From an optimization exercise on the open Yosys and OpenROAD flow, aimed at small area; shortcuts taken in it are not production practice.
Only simulation tests tie the RTL to the original design; equivalence was not proved.
No driver is modelled on the clock port, so clocking that relies on it looks cheaper here than on a real chip.
No activity file was given, so power comes from the tool's default toggle rates.

// top_book_vending
module top_book_vending(clk, sw9, sw8, sw7, sw6, sw5, sw4, sw3, sw2, sw1 , sw0, btn3, btn2, btn1, btn0 , seg5, seg4, seg3, seg2, seg1, seg0);
Size in the first run: ~620 cells after synthesis, ~41 flip-flops, ~57 I/O pins, roughly 3700 um^2 of cells after synthesis.
==> flow/config.mk <==
export PLATFORM = sky130hd
export DESIGN_NAME = top_book_vending
export DESIGN_NICKNAME = top_book_vending
export VERILOG_FILES = /design/flow/design.v
export SDC_FILE = /design/flow/constraint.sdc
export NUM_CORES = 4
export LEC_CHECK = 0
export ABC_AREA = 1
export CAP_MARGIN = 20
export CORE_MARGIN = 2
export CORE_UTILIZATION = 60
export SLEW_MARGIN = 20
==> flow/constraint.sdc <==
create_clock -name core_clock -period 20.0 [get_ports {clk}]
set_input_delay 4.0000 -clock core_clock [delete_from_list [all_inputs] [get_ports {clk}]]
set_output_delay 4.0000 -clock core_clock [all_outputs]
set_load 0.01 [all_outputs]
standard.sh (not shown) runs the stock make flow with config.mk's settings and CLKGATE_MAP_FILE= SYNTH_SCRIPT=/design/flow/synth_recipe.tcl, a recipe that flattens the netlist after the stock synthesis.
==> flow/flow/run.sh <==
#!/bin/bash
# Own layout flow: the standard ORFS flow (standard.sh) with three changes that
# only change how the layout is made:
#  1. synthesis maps all the logic with a stronger ABC area script (flow/area.abc);
#     everything else in synthesis, registers included, is the standard synthesis;
#  2. every input and output port is buffered with the smallest buffer (buf_1);
#  3. the clock tree uses small clock buffers and no dummy loads.
# Each tool's output goes to a log file of its own in this folder and in orfs/logs.
set -euo pipefail
W=$(pwd)
F=$W/flow

# 1. synthesis: ORFS's synth.tcl with our ABC script in place of the area/speed one
sed 's#log_cmd abc {\*}$abc_args#log_cmd abc {*}[lreplace $abc_args 1 1 '"$F"'/area.abc]#' \
    "$FLOW_HOME/scripts/synth.tcl" > "$W/own_synth_core.tcl"
grep -q "$F/area.abc" "$W/own_synth_core.tcl"
sed 's#$::env(SCRIPTS_DIR)/synth.tcl#'"$W"'/own_synth_core.tcl#' "$W/synth_recipe.tcl" > "$W/own_synth.tcl"
grep -q own_synth_core "$W/own_synth.tcl"
# (ADDER_MAP_FILE empty: no full/half-adder cells are extracted before ABC, so ABC maps all the logic)
sed 's#SYNTH_SCRIPT=[^ ]*#SYNTH_SCRIPT='"$W"'/own_synth.tcl ADDER_MAP_FILE=#' "$W/standard.sh" > "$W/own_standard.sh"
grep -q own_synth.tcl "$W/own_standard.sh"

# 2. and 3. through ORFS's own variables
export BUFFER_PORTS_ARGS="-buffer_cell sky130_fd_sc_hd__buf_1"
export CTS_ARGS="-sink_clustering_enable -repair_clock_nets -dont_use_dummy_load -sink_clustering_size 50 -sink_clustering_max_diameter 300 -root_buf sky130_fd_sc_hd__clkbuf_8 -buf_list {sky130_fd_sc_hd__clkbuf_8 sky130_fd_sc_hd__clkbuf_16}"

bash "$W/own_standard.sh" finish > "$W/flow_make.log" 2>&1
==> flow/flow/area.abc <==
strash
&get -n
&deepsyn -J 100
&put
dch -f
amap
strash
&get -n
&deepsyn -J 100
&put
dch -f
amap
topo
The starting point finished with timing, DRC and antenna clean.
Then changed:
==> flow/flow/run.sh (replaced) <==
#!/bin/bash
# Own layout flow: the standard ORFS flow (standard.sh) with three changes that
# only change how the layout is made:
#  1. synthesis maps all the logic with a stronger ABC area script (flow/area.abc,
#     or flow/safe.abc if ABC fails on it); everything before that step,
#     registers and their names included, is the standard synthesis;
#  2. every input and output port is buffered with the smallest buffer (buf_1);
#  3. the clock tree uses no dummy loads, and its root buffer is downsized
#     after CTS (flow/post_cts.tcl).
# Each tool's output goes to a log file of its own in this folder and in orfs/logs.
set -euo pipefail
W=$(pwd)
F=$W/flow

# 1. synthesis: ORFS's synth.tcl with our ABC script in place of the area/speed one
# (ADDER_MAP_FILE empty: no full/half-adder cells are extracted before ABC, so ABC maps all the logic)
core() {
  sed 's#log_cmd abc {\*}$abc_args#log_cmd abc {*}[lreplace $abc_args 1 1 '"$F/$1"']#' \
      "$FLOW_HOME/scripts/synth.tcl" > "$W/own_synth_core.tcl"
  grep -q "$F/$1" "$W/own_synth_core.tcl"
}
core area.abc
sed 's#$::env(SCRIPTS_DIR)/synth.tcl#'"$W"'/own_synth_core.tcl#' "$W/synth_recipe.tcl" > "$W/own_synth.tcl"
grep -q own_synth_core "$W/own_synth.tcl"
sed 's#SYNTH_SCRIPT=[^ ]*#SYNTH_SCRIPT='"$W"'/own_synth.tcl ADDER_MAP_FILE=#' "$W/standard.sh" > "$W/own_standard.sh"
grep -q own_synth.tcl "$W/own_standard.sh"

# 2. and 3. through ORFS's own variables
export BUFFER_PORTS_ARGS="-buffer_cell sky130_fd_sc_hd__buf_1"
export POST_CTS_TCL="$F/post_cts.tcl"
export CTS_ARGS="-sink_clustering_enable -repair_clock_nets -dont_use_dummy_load -sink_clustering_size 50 -sink_clustering_max_diameter 300 -root_buf sky130_fd_sc_hd__clkbuf_8 -buf_list {sky130_fd_sc_hd__clkbuf_8 sky130_fd_sc_hd__clkbuf_16}"

if ! bash "$W/own_standard.sh" synth > "$W/flow_synth.log" 2>&1; then
  core safe.abc
  bash "$W/own_standard.sh" synth > "$W/flow_synth_safe.log" 2>&1
fi
bash "$W/own_standard.sh" finish > "$W/flow_make.log" 2>&1
--- a/flow/flow/area.abc
+++ b/flow/flow/area.abc
@@ -11,3 +11,5 @@
 dch -f
 amap
+mfs3 -ae -H 6
+mfs3 -ae -H 6
 topo
==> flow/flow/post_cts.tcl (new file) <==
# After CTS: the root clock buffer only drives the few leaf clock buffers, so
# the smallest-but-one clock buffer is enough for it.
foreach inst [get_cells -filter "ref_name =~ sky130_fd_sc_hd__clkbuf_*"] {
  foreach pin [get_pins -of_objects $inst -filter "direction == input"] {
    set net [get_nets -of_objects $pin]
    if { $net ne "" && [get_full_name $net] eq "clk" } {
      puts "post_cts: root clock buffer [get_full_name $inst] -> sky130_fd_sc_hd__clkbuf_2"
      replace_cell $inst sky130_fd_sc_hd__clkbuf_2
    }
  }
}
==> flow/flow/safe.abc (new file) <==
strash
&get -n
&deepsyn -J 100
&put
dch -f
amap
strash
&get -n
&deepsyn -J 100
&put
dch -f
amap
topo
- maximum frequency grows by a few percent
- cell area came out lower slightly
- cell count decreases by a few percent
- power goes down by roughly a tenth
- wire length shrinks by a few percent
- register-to-register slack improves by 210 ps
- worst setup slack is better by 210 ps
Then changed:
--- a/flow/flow/run.sh
+++ b/flow/flow/run.sh
@@ -6,6 +6,5 @@
 #     registers and their names included, is the standard synthesis;
 #  2. every input and output port is buffered with the smallest buffer (buf_1);
-#  3. the clock tree uses no dummy loads, and its root buffer is downsized
-#     after CTS (flow/post_cts.tcl).
+#  3. the clock tree uses no dummy loads.
 # Each tool's output goes to a log file of its own in this folder and in orfs/logs.
 set -euo pipefail
@@ -28,5 +27,4 @@
 # 2. and 3. through ORFS's own variables
 export BUFFER_PORTS_ARGS="-buffer_cell sky130_fd_sc_hd__buf_1"
-export POST_CTS_TCL="$F/post_cts.tcl"
 export CTS_ARGS="-sink_clustering_enable -repair_clock_nets -dont_use_dummy_load -sink_clustering_size 50 -sink_clustering_max_diameter 300 -root_buf sky130_fd_sc_hd__clkbuf_8 -buf_list {sky130_fd_sc_hd__clkbuf_8 sky130_fd_sc_hd__clkbuf_16}"
 
removed: flow/flow/post_cts.tcl
Non-clock buffer count stays the same; final area hardly moves; die area is unchanged; setup slack improved by 8.9 ps; total power grows by about 0.7%; global-route usage is unchanged; routed wire length stays flat; clock power grows by 7.5%; count of clock-buffer cells in the layout is unchanged.

[static timing again, ports no longer ideal]
Ports are ideal in the flow. The routed layouts listed here were re-timed in OpenROAD.
Step 1 (the two cells are an assumption about what drives the block):
set clk [get_ports {clk}]
set_driving_cell -lib_cell sky130_fd_sc_hd__clkbuf_16 $clk
set_driving_cell -lib_cell sky130_fd_sc_hd__buf_2 [delete_from_list [all_inputs] $clk]
Step 2 times the ports against the registers' clock, not the clock port: input delays grow and output delays shrink by t, the midpoint of the rising clock arrivals with the driver on.
Slacks: ideal ports / drivers / drivers and shift; pairs: ideal ports / drivers.
run | t (ns) | setup WS [ns] | hold slack, ns | latest minus earliest clock arrival (ns) | cell pins on the clock port's net
the first run | 0.328 | 11.529 / 11.529 / 11.529 | 0.516 / 0.516 / 0.516 | 0.020 / 0.019 | 1
the second run | 0.415 | 11.737 / 11.737 / 11.737 | 0.497 / 0.497 / 0.497 | 0.034 / 0.034 | 1
the third run | 0.326 | 11.746 / 11.746 / 11.746 | 0.497 / 0.497 / 0.497 | 0.033 / 0.032 | 1
After both steps every run listed still meets setup and hold.
